Background: an optimization exercise with open tools, aiming at small area. Do not read the settings as production practice.
At most, simulation tests tie the RTL to the original design; equivalence was not proved.
Function not checked in run 2: the RTL went through the layout flow alone.

--- design/flow/flow/run.sh ---
#!/bin/bash
# Own layout flow:
#  2. the same synthesis without Yosys's early "abc -fast" pass, kept only if its registers
#     (names and cell types) are exactly the standard synthesis's;
#  3. the combinational logic between the registers re-mapped by ABC for area (registers,
#     their names and cell types untouched);
#  4. the standard layout from floorplan to finish, with small port buffers and a clock
#     tree of small buffers.
# Each tool's output goes to a log file in this folder.
set -euo pipefail
W=$PWD
R=$W/orfs/results/$FLOW_PLATFORM/digitalCalc/base
L=$W/orfs/logs/$FLOW_PLATFORM/digitalCalc/base
LIB=$FLOW_HOME/platforms/$FLOW_PLATFORM/lib/sky130_fd_sc_hd__tt_025C_1v80.lib
YOSYS=${YOSYS_EXE:-$FLOW_HOME/../tools/install/yosys/bin/yosys}
[ -x "$YOSYS" ] || YOSYS=$(command -v yosys)
regs() { grep -E "^\s*sky130_fd_sc_hd__(df|dl|sdf|edf)" "$1" | awk '{print $1, $2}' | sort; }

# 1. standard synthesis
bash standard.sh synth > $W/log_synth_standard.txt 2>&1
cp $R/1_2_yosys.v $W/synth_standard.v
cp $L/1_2_yosys.log $W/log_yosys_standard.txt
regs $W/synth_standard.v > $W/regs_standard.txt

# 2. the same without the early abc pass
START=$W/synth_standard.v
if bash standard.sh clean_synth > $W/log_synth_noabc.txt 2>&1 &&
   SYNTH_ARGS=-noabc bash standard.sh synth >> $W/log_synth_noabc.txt 2>&1; then
    cp $R/1_2_yosys.v $W/synth_noabc.v
    regs $W/synth_noabc.v > $W/regs_noabc.txt
    if cmp -s $W/regs_standard.txt $W/regs_noabc.txt; then
        START=$W/synth_noabc.v
    fi
fi
echo "start netlist: $START" > $W/log_start.txt

# 3. re-map the combinational logic for area. Four chains run in parallel (two from each start
#    netlist); each chain runs ABC round after round (deep synthesis with a new seed, then area
#    mapping) on its best netlist so far and keeps a round's result only if it is smaller. The
#    smallest result whose registers match the standard synthesis's is kept.
python3 $W/flow/libfuncs.py $LIB $W/comb_cells.v > $W/log_libfuncs.txt 2>&1
DONTUSE=$(grep -o -- "-dont_use [A-Za-z0-9_]*" $W/log_yosys_standard.txt | sort -u | tr '\n' ' ')
ROUNDS=${REOPT_ROUNDS:-5}
round() {  # round IN OUT SEED TAG
    local k
    : > $W/area_$4.abc
    for k in 1 2 3; do
        printf 'strash\n&get -n\n&deepsyn -T 30 -S %s\n&nf -p -a -F 8 -A 4 -R 1000\n&put\n' $(( ($3 * 3 + k) % 101 )) >> $W/area_$4.abc
    done
    cat > $W/reopt_$4.ys <<YS
read_verilog $W/comb_cells.v
read_liberty -lib -ignore_redef $LIB
read_verilog $1
hierarchy -top $FLOW_TOP
flatten -noscopeinfo
rename -hide w:* i:* o:* %u %d
techmap
opt -purge
abc -script $W/area_$4.abc -liberty $LIB $DONTUSE
opt_clean -purge
setundef -zero
hilomap -singleton -hicell sky130_fd_sc_hd__conb_1 HI -locell sky130_fd_sc_hd__conb_1 LO
insbuf -buf sky130_fd_sc_hd__buf_1 A X
opt_clean -purge
tee -q -o $W/area_$4.txt stat -liberty $LIB
write_verilog -noattr -noexpr -nohex -nodec $2
YS
    $YOSYS -s $W/reopt_$4.ys > $W/log_reopt_$4.txt 2>&1 || return 1
    regs $2 | cmp -s $W/regs_standard.txt - || return 1
    grep "Chip area" $W/area_$4.txt | awk '{print $NF}'
}
chain() {  # chain NAME START SEEDBASE
    local best=$2 besta=1e99 k a
    for k in $(seq 1 $ROUNDS); do
        if a=$(round $best $W/try_$1_$k.v $(( $3 + k )) $1_$k); then
            echo "$1 round $k: $a" >> $W/log_chain_$1.txt
            if python3 -c "import sys; sys.exit(0 if $a < $besta else 1)"; then best=$W/try_$1_$k.v; besta=$a; fi
        fi
    done
    echo "$besta $best" > $W/best_$1.txt
}
chain a $START 10 &
chain b $START 20 &
chain c $W/synth_standard.v 30 &
chain d $START 40 &
wait
sort -g $W/best_?.txt > $W/log_best.txt
BEST=$(head -1 $W/log_best.txt | awk '{print $2}')
echo "best: $(head -1 $W/log_best.txt)" >> $W/log_start.txt
cp $BEST $W/synth_area.v
cp $W/synth_area.v $R/1_2_yosys.v
rm -f $R/1_synth.odb $R/1_synth.sdc

# 4. standard layout from the re-mapped netlist
export BUFFER_PORTS_ARGS="-buffer_cell sky130_fd_sc_hd__buf_1"
export CTS_ARGS="$(cat $W/flow/cts_args.txt)"
bash standard.sh > $W/log_layout.txt 2>&1
--- design/flow/flow/cts_args.txt ---
-sink_clustering_enable -repair_clock_nets -buf_list {sky130_fd_sc_hd__clkbuf_4} -root_buf sky130_fd_sc_hd__clkbuf_4 -sink_clustering_size 7 -sink_clustering_max_diameter 60 -dont_use_dummy_load
--- design/flow/flow/libfuncs.py ---
#!/usr/bin/env python3
"""Write Verilog models of the combinational cells of a liberty file (from their pin functions)."""
import re, sys
lib = open(sys.argv[1]).read()
out = []
pos = 0
def conv(f):
    f = f.strip().strip('"')
    f = f.replace('!', '~')
    # implicit AND: juxtaposed operands separated by space
    f = re.sub(r'(?<=[\w)])\s+(?=[\w(~])', ' & ', f)
    return f
for m in re.finditer(r'\n\s*cell\s*\(\s*"?([\w]+)"?\s*\)\s*\{', lib):
    name = m.group(1)
    # find the cell body by brace matching
    i = m.end(); depth = 1
    while depth:
        c = lib[i]
        if c == '{': depth += 1
        elif c == '}': depth -= 1
        i += 1
    body = lib[m.end():i]
    if re.search(r'\n\s*(ff|latch|statetable)\s*\(', body):
        continue
    pins = []
    for pm in re.finditer(r'\n\s*pin\s*\(\s*"?(\w+)"?\s*\)\s*\{', body):
        j = pm.end(); d = 1
        while d:
            c = body[j]
            if c == '{': d += 1
            elif c == '}': d -= 1
            j += 1
        pb = body[pm.end():j]
        dm = re.search(r'direction\s*:\s*"?(\w+)"?', pb)
        fm = re.search(r'\bfunction\s*:\s*"([^"]*)"', pb)
        pins.append((pm.group(1), dm.group(1) if dm else None, fm.group(1) if fm else None))
    outs = [p for p in pins if p[1] == 'output']
    ins = [p for p in pins if p[1] == 'input']
    if not outs or any(p[2] is None for p in outs):
        continue
    ports = [p[0] for p in ins] + [p[0] for p in outs]
    s = 'module %s(%s);\n' % (name, ', '.join(ports))
    for p in ins: s += '  input %s;\n' % p[0]
    for p in outs: s += '  output %s;\n  assign %s = %s;\n' % (p[0], p[0], conv(p[2]))
    s += 'endmodule\n'
    out.append(s)
open(sys.argv[2], 'w').write('\n'.join(out))
print(len(out), 'cells')
--- design/flow/standard.sh ---
#!/bin/bash
# synth_recipe.tcl (not shown) runs the flow's synth.tcl, then flattens the netlist and writes it again
# the make line also repeats each setting of config.mk as NAME=value (left out here)
make -C /OpenROAD-flow-scripts/flow DESIGN_CONFIG=/design/flow/config.mk WORK_HOME=/design/flow/orfs CLKGATE_MAP_FILE= SYNTH_SCRIPT=/design/flow/synth_recipe.tcl "${@:-finish}"
--- design/flow/config.mk ---
export PLATFORM = sky130hd
export DESIGN_NAME = digitalCalc
export DESIGN_NICKNAME = digitalCalc
export VERILOG_FILES = /design/flow/design.v
export SDC_FILE = /design/flow/constraint.sdc
export NUM_CORES = 4
export LEC_CHECK = 0
export ABC_AREA = 1
export CAP_MARGIN = 0
export CORE_MARGIN = 2
export CORE_UTILIZATION = 40
export GPL_TIMING_DRIVEN = 0
export PLACE_DENSITY = 0.6
export SLEW_MARGIN = 0
--- design/flow/constraint.sdc ---
create_clock -name core_clock -period 30.0 [get_ports {clk}]
set_input_delay 6.0000 -clock core_clock [delete_from_list [all_inputs] [get_ports {clk}]]
set_output_delay 6.0000 -clock core_clock [all_outputs]
set_load 0.01 [all_outputs]
--- design/flow/design.v ---
module Concatenate(
input [3:0] x10, x1,
output [6:0] out);
function [6:0] add7(input [6:0] a, input [6:0] b);
    integer i;
    reg c;
    begin
        c = 1'b0;
        for (i = 0; i < 7; i = i + 1) begin
            add7[i] = a[i] ^ b[i] ^ c;
            c = a[i] & b[i] | c & (a[i] ^ b[i]);
        end
    end
endfunction
assign out = add7(add7({2'b0, x10, 1'b0}, {3'b0, x1}), {x10[3:0], 3'b0});
endmodule
module Calc(
input clk,
input [3:0] A10, A1, B10, B1,
input [4:0] operation,
output reg [14:0] outRes
);
wire [6:0] A, B;
Concatenate first(A10, A1, A);
Concatenate second(B10, B1, B);
wire show = operation[0], add = operation[1], sub = operation[2],
     mul = operation[3], div = operation[4];
wire [6:0] Q;
divider quot(A, B, Q);
wire [6:0] M = ({7{mul}} & B) | ({7{show}} & 7'd100) | {6'd0, add | sub};
wire [7:0] S = ({8{show | add}} & {1'b0, B}) | ({8{sub}} & {1'b1, ~B}) | ({8{div}} & {1'b0, Q});
wire [14:0] X;
macc mac(A, M, S, sub, X);
always @(posedge clk)
    outRes <= {X[14:9] | {6{sub & ~X[8]}}, X[8] ^ sub, X[7:0]};
endmodule
module macc(input [6:0] A, M, input [7:0] S, input cin, output reg [14:0] X);
integer i, j;
reg c, a, b;
always @(*) begin
    X = {7'd0, S};
    for (i = 0; i < 7; i = i + 1) begin
        c = (i == 0) ? cin : 1'b0;
        for (j = i; j < 15; j = j + 1) begin
            a = X[j];
            b = (j - i < 7) ? (A[j - i] & M[i]) : 1'b0;
            X[j] = a ^ b ^ c;
            c = a & b | c & (a ^ b);
        end
    end
end
endmodule
module divider(input [6:0] A, B, output [6:0] Q);
integer i, j;
reg [6:0] rem, d, q;
reg hz, bo;
always @(*) begin
    rem = A;
    for (i = 6; i >= 0; i = i - 1) begin
        hz = 1'b1;
        for (j = 7 - i; j < 7; j = j + 1)
            hz = hz & ~B[j];
        bo = 1'b0;
        d = 7'd0;
        for (j = 0; j < 7 - i; j = j + 1) begin
            d[j] = rem[i + j] ^ B[j] ^ bo;
            bo = ~rem[i + j] & B[j] | ~(rem[i + j] ^ B[j]) & bo;
        end
        q[i] = hz & ~bo;
        for (j = 0; j < 7 - i; j = j + 1)
            if (q[i]) rem[i + j] = d[j];
    end
end
assign Q = q & {7{|B}};
endmodule
module breakDigits(
input [14:0] num,
input [1:0] sel,
output [3:0] digit
);
wire neg = num[14];
wire [6:0] nlow = ~num[6:0] + 7'd1;
wire [13:0] mag = neg ? {7'd0, nlow} : num[13:0];
function [13:0] base100(input [13:0] n);    
    reg [6:0] h, l;
    integer i;
    begin
        h = 7'd0;
        l = 7'd0;
        for (i = 13; i >= 0; i = i - 1) begin
            if (l >= 7'd50) l = l + 7'd14;
            {h, l} = {h[5:0], l, n[i]};
        end
        base100 = {h, l};
    end
endfunction
function [3:0] add3(input [3:0] x);
    case (x)
    4'd5: add3 = 4'd8; 4'd6: add3 = 4'd9; 4'd7: add3 = 4'd10; 4'd8: add3 = 4'd11; 4'd9: add3 = 4'd12;
    default: add3 = x;
    endcase
endfunction
function [7:0] bcd7(input [6:0] x);    
    integer i;
    begin
        bcd7 = 8'd0;
        for (i = 6; i >= 0; i = i - 1) begin
            bcd7[3:0] = add3(bcd7[3:0]);
            bcd7[7:4] = add3(bcd7[7:4]);
            bcd7 = {bcd7[6:0], x[i]};
        end
    end
endfunction
wire [13:0] hl = base100(mag);
wire [7:0] two = bcd7(sel[1] ? hl[13:7] : hl[6:0]);
assign digit = (sel == 2'd3 && neg) ? 4'd10 : sel[0] ? two[7:4] : two[3:0];
endmodule
module sevSeg(input [3:0] in, output reg [6:0] out);
    always @(*) begin
        case (in)
            4'd0: out = 7'b0000001;
            4'd1: out = 7'b1001111;
            4'd2: out = 7'b0010010;
            4'd3: out = 7'b0000110;
            4'd4: out = 7'b1001100;
            4'd5: out = 7'b0100100;
            4'd6: out = 7'b0100000;
            4'd7: out = 7'b0001111;
            4'd8: out = 7'b0000000;
            4'd9: out = 7'b0000100;
            default: out = 7'b1111110;
        endcase
    end
endmodule
module debouncer(input clk, inp, output out);
reg Qmeta, Qsynch;
reg [1:0] run;
always @(posedge clk) begin
    Qmeta <= inp;
    Qsynch <= Qmeta;
    run[0] <= Qsynch & ~run[1];
    run[1] <= Qsynch & (run[0] | run[1]);
end
assign out = run[1] & ~run[0];
endmodule
module risingEdge(input clk, rst, level, output z);
reg busy, edg;
always @(posedge clk or posedge rst) begin
    if (rst) begin
        busy <= 1'b0;
        edg <= 1'b0;
    end else begin
        busy <= level;
        edg <= level & ~busy;
    end
end
assign z = edg;
endmodule
module dbAndRise(
input clk, rst,
input [8:0] in,
output [8:0] out
);
wire [8:0] w;
debouncer d0(clk, in[0], w[0]);
risingEdge r0(clk, rst, w[0], out[0]);
debouncer d1(clk, in[1], w[1]);
risingEdge r1(clk, rst, w[1], out[1]);
debouncer d2(clk, in[2], w[2]);
risingEdge r2(clk, rst, w[2], out[2]);
debouncer d3(clk, in[3], w[3]);
risingEdge r3(clk, rst, w[3], out[3]);
assign out[7:4] = in[7:4];
debouncer d8(clk, in[8], w[8]);
risingEdge r8(clk, rst, w[8], out[8]);
endmodule
module modNum(
input clk, reset, enable,
output reg [3:0] count
);
wire [3:0] t;    
assign t[0] = enable;
assign t[1] = enable & count[0] & ~count[3];
assign t[2] = enable & count[0] & count[1];
assign t[3] = enable & count[0] & (count[3] | count[1] & count[2]);
always @(posedge clk, posedge reset) begin
    if (reset)
        count <= 4'd0;
    else
        count <= count ^ t;
end
endmodule
module handleNumberPresses(
input clk, reset,
input [3:0] But,
output [3:0] A10, A1, B10, B1
);
modNum modA10(clk, reset, But[0], A10);
modNum modA1(clk, reset, But[1], A1);
modNum modB10(clk, reset, But[2], B10);
modNum modB1(clk, reset, But[3], B1);
endmodule
module handleOperationPresses(
input [8:4] But,
output [4:0] operation);
wire show = But[8] | ~(But[4] | But[5] | But[6] | But[7]);
assign operation[0] = show;
assign operation[1] = ~But[8] & But[4];
assign operation[2] = ~But[8] & ~But[4] & But[5];
assign operation[3] = ~But[8] & ~But[4] & ~But[5] & But[6];
assign operation[4] = ~But[8] & ~But[4] & ~But[5] & ~But[6] & But[7];
endmodule
module clockDivider(
input clk, reset,
output [1:0] digitIndex
);
wire [4:0] count;
nBitCounter #(5, 5'd4) scan(clk, reset, count);
assign digitIndex = count[4:3];
endmodule
module nBitCounter #(parameter n = 2, parameter [n-1:0] init = 0)(
input clk, reset,
output reg [n-1:0] count);
always @(posedge clk, posedge reset) begin
    if (reset)
        count <= init;
    else
        count <= count + 1'b1;
end
endmodule
module digitalCalc(
input clk, rst,
input [8:0] in,
output reg [3:0] digitSelect,
output [7:0] out,
output signed [14:0] result
);
wire [8:0] But;
dbAndRise stabilize(clk, rst, in, But);
wire [3:0] A10, A1, B10, B1;
handleNumberPresses numberPresses(clk, rst, But[3:0], A10, A1, B10, B1);
wire [4:0] operation;
handleOperationPresses operand(But[8:4], operation);
Calc Calculator(clk, A10, A1, B10, B1, operation, result);
wire [1:0] twoCounter;
clockDivider selctDig(clk, rst, twoCounter);
wire [3:0] digit;
breakDigits to_break(result, twoCounter, digit);
wire [6:0] seg;
sevSeg decode(digit, seg);
assign out = {~(twoCounter == 2'b10), seg};
always @(*) begin
    case (twoCounter)
        2'b00: digitSelect = 4'b1110;
        2'b01: digitSelect = 4'b1101;
        2'b10: digitSelect = 4'b1011;
        default: digitSelect = 4'b0111;
    endcase
end
endmodule
==> results of run 1 <==
## final timing paths
path / endpoint / cells past startpoint / slack, ns
hold / removal: stabilize.d2.Qsynch / 0 / 0.32
max in group asynchronous: numberPresses.modA1.count[3] / 2 / 23.82
hold reg to reg: stabilize.d2.Qsynch / 0 / 0.32
min in group asynchronous: stabilize.r3.busy / 2 / 5.67
setup / recovery: out[6] / 53 / 12.44
setup reg to reg: Calculator.outRes[12] / 70 / 16.30
## critical path, delay by kind of cell (launching register included)
kind                      cells  cell delay (ns)
buffers and inverters         1             0.13
and+or+nand+nor              28             5.50
xor gates and xnor gates      4             0.69
AOI/OAI and AO/OA            20             4.51
DFF                           1             0.37
## sequential cells by signal, indices dropped and copies added (netlist names), 2 cells and up
name                        count
Calculator.outRes              15
selctDig.scan.count             5
numberPresses.modA1.count       4
numberPresses.modA10.count      4
numberPresses.modB1.count       4
numberPresses.modB10.count      4
stabilize.d0.run                2
stabilize.d1.run                2
stabilize.d2.run                2
stabilize.d3.run                2
stabilize.d8.run                2
## metrics by stage
stage                     utilization (%)  setup slack [ns]  cells  hold slack, ns
after floorplan                         -             14.70    739           0.310
after CTS                            44.3             12.57    962           0.325
after detailed placement             43.8             13.07    953           0.314
after global routing                 44.3             11.55    962           0.325
after global placement               43.7             13.32    952           0.312
final                                44.3             12.44    962           0.323
## final cells by class
cell class | instances | area [um2] | share of cell area (%)
multi-input cells | 643 | 3840 | 65.4
flip-flops and latches | 66 | 1480 | 25.2
well taps | 176 | 220 | 3.75
repair buffers | 38 | 150 | 2.56
inverters | 29 | 109 | 1.86
clock buffers | 9 | 67.6 | 1.15
plain buffers | 1 | 3.75 | 0.0640
## layer usage
layer | global-route usage [%] | vias to the layer above | part of all wire (%)
met1 | 21.8 | 2521 | 45
met4 | 4.87 | 0 | 1.7
met3 | 3.58 | 17 | 4.1
li1 | - | 2721 | -
met5 | 0 | - | 0
met2 | 32.4 | 95 | 49
==> flow_metrics.py, run 1 <==
metrics = {
    "critical_path": {
        "max_stage_delay_ns": 0.53,
        "startpoint_type": "register",
        "critPathKind": "reg2out",
        "end_kind": "output port",
        "cp-startpoint": "Calculator.outRes[10]",
        "cp.required_ns": 24.00,
        "slowest_stage": "o311ai_0",
        "cp_max_fo": 6,
        "worstPathArrival_ns": 11.56,
        "rr_startpoint": "numberPresses.modB10.count[1]",
    },
    "run": {
        "drv_cap": 0,
    },
    "grt": {
        "track_usage_pct": 18.0,
        "grt_antenna_before_repair": 0,
        "grt_pass1_wl_um": 21800,
        "grt_max_degree": 32,
        "grt_pass1_vias": 4917,
        "grt_overflow": 0,
    },
    "sta": {
        "min_period_ns": 17.56,
        "maxSlewViolCount": 0,
        "finalSetupViolations": 0,
        "skew_ns": 0.0384,
        "rsz0062_at_grt": "no",
        "hold_viol": 0,
        "fin_setup_tns_ns": 0,
        "slew_headroom_pct": 17.8,
        "worst_pin_slew_ns": 1.22,
        "fmax_mhz": 57.0,
        "finalCritPeriodShare_pct": 58.5,
    },
    "drt": {
        "via_per_inst": 5.57,
        "wire_per_inst_um": 13.4,
        "routed_wl_um": 12900,
        "ant_nets": 0,
        "dr.first_iter.drc_count": 293,
        "drcViolationCount": 0,
        "vias": 5354,
        "drtPass1Iterations": 5,
    },
    "placed_design": {
        "portBuffers": 37,
        "dp_hpwl_um": 9960,
        "postPlaceCellArea_mm2": 0.00580,
        "globalplace.congestion": 0.837,
    },
    "synthesis": {
        "syn-cell-area_mm2": 0.00542,
        "avgSynthCellArea_um2": 7.34,
        "ys_warn_count": 11,
        "syn-num-nets": 750,
        "netlist_instances": 739,
    },
    "clock_tree": {
        "clk_path_buf_depth": 2,
        "htreeDepth": 3,
        "cts_resized": 0,
        "cts_tree": "yes",
        "hold_buffers": 0,
        "clk_latency_ns": 0.41,
        "clk_pin_slew_ns": 0.12,
        "clkSinkCount": 66,
        "root_buffer": "clkbuf_4",
        "cts_buffers": 9,
        "post-cts-setup-buffers": 0,
    },
    "final_layout": {
        "fin_area_mm2": 0.00587,
        "area_growth_pct": 8.22,
        "layout_common_cells": "95 x nand2_1, 87 x a21oi_1, 66 x nor2_1",
        "diodes": 0,
        "fill_cells": 1381,
        "fin_nets": 799,
        "final_common_cell": "nand2_1",
        "drive_gt1_share_pct": 1.53,
    },
    "hold_path": {
        "hold_class": "reg2reg",
        "hold_path_startpoint": "stabilize.d2.Qmeta",
    },
    "floorplanning": {
        "boundaryPins": 38,
        "core-area_mm2": 0.0132,
        "dieArea_mm2": 0.0145,
        "die_h_um": 120,
        "initial_utilization_pct": 40.9,
        "die_x_um": 120,
        "rows": 42,
    },
    "run_status": {
        "outcome": "no timing/DRC/antenna violations",
    },
}
==> run 2: changes to the inputs <==
--- a/design/flow/design.v
+++ b/design/flow/design.v
@@ -80,7 +80,6 @@
 );
 wire neg = num[14];
 wire [6:0] nlow = ~num[6:0] + 7'd1;
-wire [13:0] mag = neg ? {7'd0, nlow} : num[13:0];
 function [13:0] base100(input [13:0] n);    
     reg [6:0] h, l;
     integer i;
@@ -111,7 +110,8 @@
         end
     end
 endfunction
-wire [13:0] hl = base100(mag);
+wire [13:0] hl0 = base100(num[13:0]);
+wire [13:0] hl = neg ? {7'd0, nlow} : hl0;
 wire [7:0] two = bcd7(sel[1] ? hl[13:7] : hl[6:0]);
 assign digit = (sel == 2'd3 && neg) ? 4'd10 : sel[0] ? two[7:4] : two[3:0];
 endmodule
==> run 2 against run 1 <==
Compared with the run above:
- still clean
- critical path depth rose by 10
- sequential share of layout area barely moved
- cell count fell by 0.31%
- critical path type unchanged
- highest routed layer unchanged
==> flow_metrics.py, run 2 <==
metrics = {
    "run_status": {
        "outcome": "no timing/DRC/antenna violations",
    },
    "floorplanning": {
        "initial_utilization_pct": 41.0,
        "core-area_mm2": 0.0132,
        "boundaryPins": 38,
        "die_h_um": 121,
        "rows": 42,
        "die_x_um": 121,
        "dieArea_mm2": 0.0145,
    },
    "grt": {
        "grt_max_degree": 32,
        "grt_overflow": 0,
        "grt_antenna_before_repair": 0,
        "grt_pass1_vias": 4930,
        "grt_pass1_wl_um": 21600,
        "track_usage_pct": 17.6,
    },
    "final_layout": {
        "largest_register_ffs": 15,
        "top_regs": "Calculator.outRes (15), selctDig.scan.count (5)",
        "drive_gt1_share_pct": 1.28,
        "area_growth_pct": 7.85,
        "fin_util_pct": 44.2,
        "final_common_cell": "nand2_1",
        "top_register": "Calculator.outRes",
        "diodes": 0,
        "final_cells": 959,
        "fin_nets": 796,
        "layout_common_cells": "105 x nand2_1, 70 x a21oi_1, 64 x nor2_1",
    },
    "sta": {
        "worst_pin_slew_ns": 1.36,
        "fin_setup_tns_ns": 0,
        "min_period_ns": 18.94,
        "finalCritPeriodShare_pct": 63.1,
        "slew_headroom_pct": 8.35,
        "skew_ns": 0.0352,
        "rsz0062_at_grt": "no",
        "fmax_mhz": 52.8,
        "hold_viol": 0,
        "maxSlewViolCount": 0,
        "finalSetupViolations": 0,
    },
    "critical_path": {
        "slowest_stage": "o311ai_0",
        "crit_top_cell": "nor2_1",
        "worstPathArrival_ns": 12.94,
        "cp_max_fo": 5,
        "critPathKind": "reg2out",
        "end_kind": "output port",
        "max_stage_delay_ns": 0.72,
        "startpoint_type": "register",
        "cp.required_ns": 24.00,
    },
    "drt": {
        "wire_per_inst_um": 13.0,
        "maxUsedRoutingLayer": "met4",
        "dr.first_iter.drc_count": 260,
        "wl_met3_um": 403,
        "dr_wl_met2_um": 6220,
        "drcViolationCount": 0,
        "via_per_inst": 5.46,
        "ant_nets": 0,
        "met1_length_um": 5640,
        "vias": 5238,
        "routed_wl_um": 12500,
        "drtPass1Iterations": 4,
    },
    "placed_design": {
        "dp.cells": 950,
        "portBuffers": 37,
        "globalplace.congestion": 0.844,
        "dp_hpwl_um": 9730,
    },
    "clock_tree": {
        "clk_latency_ns": 0.40,
        "clkSinkCount": 66,
        "clk_pin_slew_ns": 0.11,
        "cts_tree": "yes",
        "post-cts-setup-buffers": 0,
        "htreeDepth": 3,
        "clk_path_buf_depth": 2,
        "hold_buffers": 0,
        "cts_buffers": 9,
        "cts_resized": 0,
        "root_buffer": "clkbuf_4",
    },
    "synthesis": {
        "ys_warn_count": 11,
        "avgSynthCellArea_um2": 7.37,
        "syn-num-nets": 748,
        "syn-cell-area_mm2": 0.00543,
        "netlist_instances": 737,
    },
    "hold_path": {
        "hold_class": "reg2reg",
    },
    "run": {
        "drv_cap": 0,
    },
}
-- run 2: stage by stage --
| step | instance area (um2) | hold slack, ns | setup slack [ns] |
|---|---|---|---|
| 2_1_floorplan | 5430 | 0.310 | 13.07 |
| 3_3_place_gp | 5790 | 0.314 | 12.10 |
| 3_5_place_dp | 5790 | 0.315 | 11.59 |
| 4_1_cts | 5860 | 0.318 | 11.09 |
| 5_1_grt | 5860 | 0.335 | 9.56 |
| 6_report | 5860 | 0.326 | 11.06 |
-- run 2: final timing paths --
kind	startpoint	to	slack (ns)	depth (start not counted)
worst max-delay path	Calculator.outRes[10]	out[2]	11.06	63
worst min-delay path	stabilize.d2.Qmeta	stabilize.d2.Qsynch	0.33	0
worst max register to register	numberPresses.modA10.count[1]	Calculator.outRes[12]	12.65	83
worst min register to register	stabilize.d2.Qmeta	stabilize.d2.Qsynch	0.33	0
max in group asynchronous	rst	numberPresses.modB1.count[0]	23.79	2
min in group asynchronous	rst	selctDig.scan.count[0]	5.68	2
-- run 2: cell type report --
type	instances	area, um2
Tap cell	176	220
Fill cell	1380	7380
Clock buffer	9	67.6
Sequential cell	66	1480
Multi-Input combinational cell	656	3900
Buffer	1	3.75
Inverter	14	52.6
Timing Repair Buffer	37	139
-- run 2: worst max-delay path, delay by kind of cell (launching register included) --
family	cells	cell delay, ns
AO/OA/AOI/OAI	24	4.82
XOR/XNOR	6	1.32
adder cells (fa/ha/maj)	2	0.76
buffers and inverters	1	0.15
flip-flops	1	0.36
AND/OR/NAND/NOR	30	5.13
-- run 2: routing by layer --
layer | global-route usage, % | up-vias
met4 | 6.10 | 0
met3 | 3.02 | 17
met2 | 31.9 | 65
li1 | - | 2691
met1 | 20.9 | 2465
met5 | 0 | -
==> run 3: changes to the inputs <==
--- a/design/flow/design.v
+++ b/design/flow/design.v
@@ -80,6 +80,7 @@
 );
 wire neg = num[14];
 wire [6:0] nlow = ~num[6:0] + 7'd1;
+wire [13:0] mag = neg ? {7'd0, nlow} : num[13:0];
 function [13:0] base100(input [13:0] n);    
     reg [6:0] h, l;
     integer i;
@@ -110,8 +111,7 @@
         end
     end
 endfunction
-wire [13:0] hl0 = base100(num[13:0]);
-wire [13:0] hl = neg ? {7'd0, nlow} : hl0;
+wire [13:0] hl = base100(mag);
 wire [7:0] two = bcd7(sel[1] ? hl[13:7] : hl[6:0]);
 assign digit = (sel == 2'd3 && neg) ? 4'd10 : sel[0] ? two[7:4] : two[3:0];
 endmodule
--- a/design/flow/flow/run.sh
+++ b/design/flow/flow/run.sh
@@ -34,8 +34,8 @@
 fi
 echo "start netlist: $START" > $W/log_start.txt
 
-# 3. re-map the combinational logic for area. Four chains run in parallel (two from each start
-#    netlist); each chain runs ABC round after round (deep synthesis with a new seed, then area
+# 3. re-map the combinational logic for area. Eight chains, four at a time, from the two start
+#    netlists; each chain runs ABC round after round (deep synthesis with a new seed, then area
 #    mapping) on its best netlist so far and keeps a round's result only if it is smaller. The
 #    smallest result whose registers match the standard synthesis's is kept.
 python3 $W/flow/libfuncs.py $LIB $W/comb_cells.v > $W/log_libfuncs.txt 2>&1
@@ -84,6 +84,11 @@
 chain c $W/synth_standard.v 30 &
 chain d $START 40 &
 wait
+chain e $START 50 &
+chain f $W/synth_standard.v 60 &
+chain g $START 70 &
+chain h $W/synth_standard.v 80 &
+wait
 sort -g $W/best_?.txt > $W/log_best.txt
 BEST=$(head -1 $W/log_best.txt | awk '{print $2}')
 echo "best: $(head -1 $W/log_best.txt)" >> $W/log_start.txt
==> run 3 against run 2 <==
Compared with the run above:
- still clean
- count of clock-buffer cells in the layout unchanged
- fmax grew 3.5%
- sequential cell count unchanged
- critical path type unchanged
- critical endpoint is now out[3]
==> flow_metrics.py, run 3 <==
metrics = {
    "run_status": {
        "outcome": "no timing/DRC/antenna violations",
    },
    "drt": {
        "maxUsedRoutingLayer": "met4",
        "wire_per_inst_um": 13.2,
        "drcViolationCount": 0,
        "vias": 5222,
        "routed_wl_um": 12500,
        "wl_met3_um": 385,
        "dr.first_iter.drc_count": 270,
        "dr_wl_met2_um": 6260,
        "via_per_inst": 5.49,
        "drtPass1Iterations": 5,
        "ant_nets": 0,
        "met1_length_um": 5580,
    },
    "final_layout": {
        "fill_cells": 1397,
        "area_growth_pct": 8.61,
        "final_cells": 952,
        "fin_nets": 789,
        "top_regs": "Calculator.outRes (15), selctDig.scan.count (5)",
        "diodes": 0,
        "largest_register_ffs": 15,
        "drive_gt1_share_pct": 1.93,
        "final_common_cell": "nand2_1",
        "top_register": "Calculator.outRes",
        "layout_common_cells": "98 x nand2_1, 82 x nor2_1, 61 x a21oi_1",
    },
    "clock_tree": {
        "post-cts-setup-buffers": 0,
        "clk_latency_ns": 0.40,
        "root_buffer": "clkbuf_4",
        "htreeDepth": 3,
        "clk_path_buf_depth": 2,
        "cts_tree": "yes",
        "hold_buffers": 0,
        "clkSinkCount": 66,
        "clk_pin_slew_ns": 0.10,
        "cts_resized": 0,
        "cts_buffers": 9,
    },
    "grt": {
        "track_usage_pct": 17.7,
        "grt_antenna_before_repair": 0,
        "grt_pass1_wl_um": 21300,
        "grt_max_degree": 32,
        "grt_pass1_vias": 4864,
        "grt_overflow": 0,
    },
    "critical_path": {
        "r2r_end": "Calculator.outRes[12]",
        "critical_path.top_delay_family": "simple AND/OR/NAND/NOR gates",
        "end_kind": "output port",
        "crit_top_cell": "nor2_1",
        "max_stage_delay_ns": 0.43,
        "r2r_slack_ns": 11.75,
        "cp.required_ns": 24.00,
        "cp_max_fo": 6,
        "slowest_stage": "dfxtp_1",
        "worst-path-buf-inv": 2,
        "critPathKind": "reg2out",
        "startpoint_type": "register",
        "rr_startpoint": "numberPresses.modA10.count[1]",
        "reg2reg_depth": 87,
        "cp-startpoint": "Calculator.outRes[10]",
        "cp.depth": 61,
        "worstPathArrival_ns": 12.30,
        "worstSetupEndpoint": "out[3]",
    },
    "placed_design": {
        "dp.cells": 943,
        "globalplace.congestion": 0.871,
        "portBuffers": 37,
        "dp_hpwl_um": 9760,
    },
    "floorplanning": {
        "die_h_um": 120,
        "dieArea_mm2": 0.0145,
        "initial_utilization_pct": 40.8,
        "rows": 42,
        "core-area_mm2": 0.0132,
        "boundaryPins": 38,
        "die_x_um": 120,
    },
    "sta": {
        "fmax_mhz": 54.7,
        "fin_setup_tns_ns": 0,
        "skew_ns": 0.0236,
        "rsz0062_at_grt": "no",
        "maxSlewViolCount": 0,
        "hold_viol": 0,
        "slew_headroom_pct": 13.4,
        "worst_pin_slew_ns": 1.30,
        "finalSetupViolations": 0,
        "finalCritPeriodShare_pct": 61.0,
        "min_period_ns": 18.30,
    },
    "synthesis": {
        "netlist_instances": 729,
        "syn-cell-area_mm2": 0.00541,
        "syn-num-nets": 740,
        "avgSynthCellArea_um2": 7.42,
        "ys_warn_count": 11,
    },
    "run": {
        "drv_cap": 0,
    },
    "hold_path": {
        "hold_class": "reg2reg",
        "hold_path_startpoint": "stabilize.d2.Qmeta",
    },
}
-- run 3: worst min path at each step --
stage | slack, ns | to | cells past startpoint
floorplan | 0.31 | stabilize.d0.Qsynch | 0
global placement | 0.31 | stabilize.d8.Qsynch | 0
detailed placement | 0.31 | stabilize.d3.Qsynch | 0
CTS | 0.33 | stabilize.d2.Qsynch | 0
global route | 0.33 | stabilize.d2.Qsynch | 0
finish | 0.32 | stabilize.d2.Qsynch | 0
-- run 3: final cells by class --
cell class | instances | area, um2 | area share, %
plain buffers | 1 | 3.75 | 0.0639
clock buffers | 9 | 67.6 | 1.15
inverters | 22 | 82.6 | 1.41
multi-input cells | 640 | 3870 | 65.9
flip-flops and latches | 66 | 1480 | 25.2
well taps | 176 | 220 | 3.75
repair buffers | 38 | 150 | 2.56
-- run 3: routing by layer --
metal / global-route usage [%] / up-vias
li1: - / 2658
met1: 20.8 / 2454
met2: 32.1 / 87
met3: 3.02 / 23
met4: 6.47 / 0
met5: 0 / -
-- run 3: per-stage QoR --
stage	utilization, %	hold WS [ns]	setup WS (ns)	cell area (um2)
finish	44.4	0.317	11.70	5870
global placement	43.6	0.312	12.46	5770
detailed placement	43.8	0.313	11.97	5800
global route	44.4	0.330	9.88	5870
floorplan	-	0.310	14.01	5410
CTS	44.3	0.328	11.69	5870
==> run 4: changes to the inputs <==
--- a/design/flow/flow/run.sh
+++ b/design/flow/flow/run.sh
@@ -34,19 +34,20 @@
 fi
 echo "start netlist: $START" > $W/log_start.txt
 
-# 3. re-map the combinational logic for area. Eight chains, four at a time, from the two start
-#    netlists; each chain runs ABC round after round (deep synthesis with a new seed, then area
+# 3. re-map the combinational logic for area. Four chains run in parallel (two from each start
+#    netlist); each chain runs ABC round after round (deep synthesis with a new seed, then area
 #    mapping) on its best netlist so far and keeps a round's result only if it is smaller. The
 #    smallest result whose registers match the standard synthesis's is kept.
 python3 $W/flow/libfuncs.py $LIB $W/comb_cells.v > $W/log_libfuncs.txt 2>&1
 DONTUSE=$(grep -o -- "-dont_use [A-Za-z0-9_]*" $W/log_yosys_standard.txt | sort -u | tr '\n' ' ')
 ROUNDS=${REOPT_ROUNDS:-5}
-round() {  # round IN OUT SEED TAG
-    local k
-    : > $W/area_$4.abc
-    for k in 1 2 3; do
-        printf 'strash\n&get -n\n&deepsyn -T 30 -S %s\n&nf -p -a -F 8 -A 4 -R 1000\n&put\n' $(( ($3 * 3 + k) % 101 )) >> $W/area_$4.abc
-    done
+deep() {  # deep SEED: ABC commands for one deep-synthesis round with area mapping
+    printf 'strash\n&get -n\n&deepsyn -T 30 -S %s\n&nf -p -a -F 8 -A 4 -R 1000\n&put\n' $1
+}
+polish() {  # ABC commands that re-map with structural choices
+    printf 'strash\ndch -f\n&get -n\n&nf -p -a -F 8 -A 4 -R 1000\n&put\n'
+}
+round() {  # round IN OUT ABCFILE TAG: prints the area of OUT if its registers match
     cat > $W/reopt_$4.ys <<YS
 read_verilog $W/comb_cells.v
 read_liberty -lib -ignore_redef $LIB
@@ -56,7 +57,7 @@
 rename -hide w:* i:* o:* %u %d
 techmap
 opt -purge
-abc -script $W/area_$4.abc -liberty $LIB $DONTUSE
+abc -script $3 -liberty $LIB $DONTUSE
 opt_clean -purge
 setundef -zero
 hilomap -singleton -hicell sky130_fd_sc_hd__conb_1 HI -locell sky130_fd_sc_hd__conb_1 LO
@@ -69,10 +70,12 @@
     regs $2 | cmp -s $W/regs_standard.txt - || return 1
     grep "Chip area" $W/area_$4.txt | awk '{print $NF}'
 }
-chain() {  # chain NAME START SEEDBASE
-    local best=$2 besta=1e99 k a
+chain() {  # chain NAME START SEEDBASE: keeps a step's result only if it is smaller
+    local best=$2 besta=1e99 k a s
     for k in $(seq 1 $ROUNDS); do
-        if a=$(round $best $W/try_$1_$k.v $(( $3 + k )) $1_$k); then
+        s=$(( ($3 + k) * 3 ))
+        { deep $(( s % 101 )); deep $(( (s + 1) % 101 )); deep $(( (s + 2) % 101 )); } > $W/area_$1_$k.abc
+        if a=$(round $best $W/try_$1_$k.v $W/area_$1_$k.abc $1_$k); then
             echo "$1 round $k: $a" >> $W/log_chain_$1.txt
             if python3 -c "import sys; sys.exit(0 if $a < $besta else 1)"; then best=$W/try_$1_$k.v; besta=$a; fi
         fi
@@ -84,12 +87,18 @@
 chain c $W/synth_standard.v 30 &
 chain d $START 40 &
 wait
-chain e $START 50 &
-chain f $W/synth_standard.v 60 &
-chain g $START 70 &
-chain h $W/synth_standard.v 80 &
+sort -g $W/best_?.txt > $W/log_best.txt
+BEST=$(head -1 $W/log_best.txt | awk '{print $2}')
+# polish the smallest netlist a few ways; keep any smaller result
+polish > $W/area_p1.abc
+{ deep 91; polish; } > $W/area_p2.abc
+{ deep 93; deep 94; polish; } > $W/area_p3.abc
+{ polish; polish; } > $W/area_p4.abc
+for P in p1 p2 p3 p4; do
+    ( a=$(round $BEST $W/try_$P.v $W/area_$P.abc $P) && echo "$a $W/try_$P.v" > $W/best_$P.txt ) &
+done
 wait
-sort -g $W/best_?.txt > $W/log_best.txt
+sort -g $W/best_*.txt > $W/log_best.txt
 BEST=$(head -1 $W/log_best.txt | awk '{print $2}')
 echo "best: $(head -1 $W/log_best.txt)" >> $W/log_start.txt
 cp $BEST $W/synth_area.v
==> run 4 against run 3 <==
Compared with the run above:
- count of clock-buffer cells in the layout unchanged
- sequential share of layout area about the same
- die area up 0.45%
- utilization about the same
- clock skew rose by 0.012 ns
- cell area hardly changed
- largest cell class unchanged
- cell count increased by 1.3%
- critical path depth fell by 8
- fmax increased by 1.0%
==> flow_metrics.py, run 4 <==
metrics = {
    "run_status": {
        "outcome": "no timing/DRC/antenna violations",
    },
    "drt": {
        "drcViolationCount": 0,
        "via_per_inst": 5.41,
        "routed_wl_um": 12400,
        "drtPass1Iterations": 5,
        "wire_per_inst_um": 12.9,
        "ant_nets": 0,
        "dr.first_iter.drc_count": 341,
        "vias": 5215,
    },
    "critical_path": {
        "crit_top_cell": "nor2_1",
        "startpoint_type": "register",
        "cp.required_ns": 24.00,
        "end_kind": "output port",
        "cp_max_fo": 15,
        "slowest_stage": "o31ai_1",
        "critPathKind": "reg2out",
        "worstPathArrival_ns": 12.11,
        "max_stage_delay_ns": 0.73,
    },
    "placed_design": {
        "dp.cells": 955,
        "globalplace.congestion": 0.818,
        "dp_hpwl_um": 9780,
        "portBuffers": 37,
        "postPlaceCellArea_mm2": 0.00580,
        "dp_slack_ns": 12.45,
    },
    "floorplanning": {
        "boundaryPins": 38,
        "rows": 42,
        "die_h_um": 121,
        "initial_utilization_pct": 41.0,
        "die_x_um": 121,
        "dieArea_mm2": 0.0145,
        "core-area_mm2": 0.0132,
    },
    "grt": {
        "grt_pass1_vias": 4807,
        "grt_antenna_before_repair": 0,
        "top_usage_layer": "met2",
        "groute.layer.met1.usage_pct": 21.5,
        "grt_max_degree": 32,
        "grt_overflow": 0,
        "grt_util_met3_pct": 2.83,
        "track_usage_pct": 17.5,
        "grt_pass1_wl_um": 21300,
        "grt_use_met2_pct": 31.1,
    },
    "final_layout": {
        "largest_register_ffs": 15,
        "fill_cells": 1393,
        "fin_area_mm2": 0.00587,
        "area_growth_pct": 8.04,
        "top_regs": "Calculator.outRes (15), selctDig.scan.count (5)",
        "fin_nets": 801,
        "layout_common_cells": "97 x nand2_1, 94 x nor2_1, 75 x o21ai_0",
        "multiInputGateArea_mm2": 0.00388,
        "final_common_cell": "nand2_1",
        "final_cells": 964,
        "diodes": 0,
        "drive_gt1_share_pct": 1.40,
        "fin_util_pct": 44.3,
        "seq_area_mm2": 0.00148,
        "top_register": "Calculator.outRes",
    },
    "sta": {
        "min_period_ns": 18.11,
        "hold_viol": 0,
        "finalSetupViolations": 0,
        "skew_ns": 0.0361,
        "rsz0062_at_grt": "no",
        "fin_setup_tns_ns": 0,
        "fmax_mhz": 55.2,
        "worst_pin_slew_ns": 1.32,
        "maxSlewViolCount": 0,
        "finalCritPeriodShare_pct": 60.4,
        "worst_slack_ns": 11.89,
        "slew_headroom_pct": 11.3,
    },
    "synthesis": {
        "avgSynthCellArea_um2": 7.33,
        "ys_warn_count": 11,
        "netlist_instances": 741,
        "syn-num-nets": 752,
        "syn-cell-area_mm2": 0.00543,
    },
    "clock_tree": {
        "clkSinkCount": 66,
        "htreeDepth": 3,
        "cts_tree": "yes",
        "clk_pin_slew_ns": 0.09,
        "hold_buffers": 0,
        "clk_path_buf_depth": 2,
        "root_buffer": "clkbuf_4",
        "clk_latency_ns": 0.42,
        "cts_resized": 0,
        "cts_buffers": 9,
        "post-cts-setup-buffers": 0,
    },
    "run": {
        "drv_cap": 0,
    },
    "hold_path": {
        "hold_class": "reg2reg",
    },
}
-- run 4: cell type report --
class                   count  area share (%)
flip-flops and latches     66            25.2
clock buffers               9            1.15
inverters                  20            1.28
well taps                 176            3.75
repair buffers             38            2.54
multi-input cells         654            66.0
plain buffers               1          0.0639
-- run 4: final timing paths --
kind | start | to | slack (ns) | cells after the start
worst max-delay path | Calculator.outRes[14] | out[2] | 11.89 | 53
worst min-delay path | stabilize.d8.Qmeta | stabilize.d8.Qsynch | 0.34 | 0
worst max register to register | numberPresses.modA10.count[1] | Calculator.outRes[12] | 12.31 | 86
worst min register to register | stabilize.d8.Qmeta | stabilize.d8.Qsynch | 0.34 | 0
max in group asynchronous | rst | numberPresses.modB10.count[0] | 23.81 | 2
min in group asynchronous | rst | stabilize.r0.busy | 5.66 | 2
-- run 4: stage by stage --
| step | hold WS (ns) |
|---|---|
| floorplan | 0.310 |
| global placement | 0.316 |
| detailed placement | 0.315 |
| CTS | 0.342 |
| global route | 0.347 |
| finish | 0.338 |
-- run 4: layer usage --
metal  wire, um  part of all wire (%)
met1       5420                    44
met2       6130                    49
met3        597                   4.8
met4        281                   2.3
met5          0                     0
-- run 4: critical path: cells and delay by family (launching register included) --
family          cells  cell delay, ns
xor+xnor            7            1.47
compound gates     17            4.09
flops               1            0.61
simple gates       27            5.12
buf+inv             2            0.41

==> port drivers added, routing unchanged <==
How much do the figures lean on ideal ports? The routed layouts below were timed once more, with nothing changed but the port constraints. Step 1 sets driving cells, clkbuf_16 on the clock port and buf_2 on the other inputs (assumed; they add their load-dependent delay and slew). Step 2 moves the port delays by t, midway between the first and last clock arrival at a register: inputs arrive t later, outputs are due t later. That takes back most of the time a late clock gives input paths. a / b / c = ideal / step 1 / step 2; a / b = the first two.
run	t, ns	slack for setup (ns)	clock arrival spread, ns	pins driven straight from the clock port
run 1	0.423	12.443 / 12.412 / 12.835	0.039 / 0.038	1
run 2	0.417	11.062 / 11.033 / 11.450	0.037 / 0.038	1
run 3	0.419	11.703 / 11.671 / 11.755	0.024 / 0.024	1
run 4	0.429	11.886 / 11.856 / 12.285	0.041 / 0.041	1
After both steps every run listed still meets setup and hold.
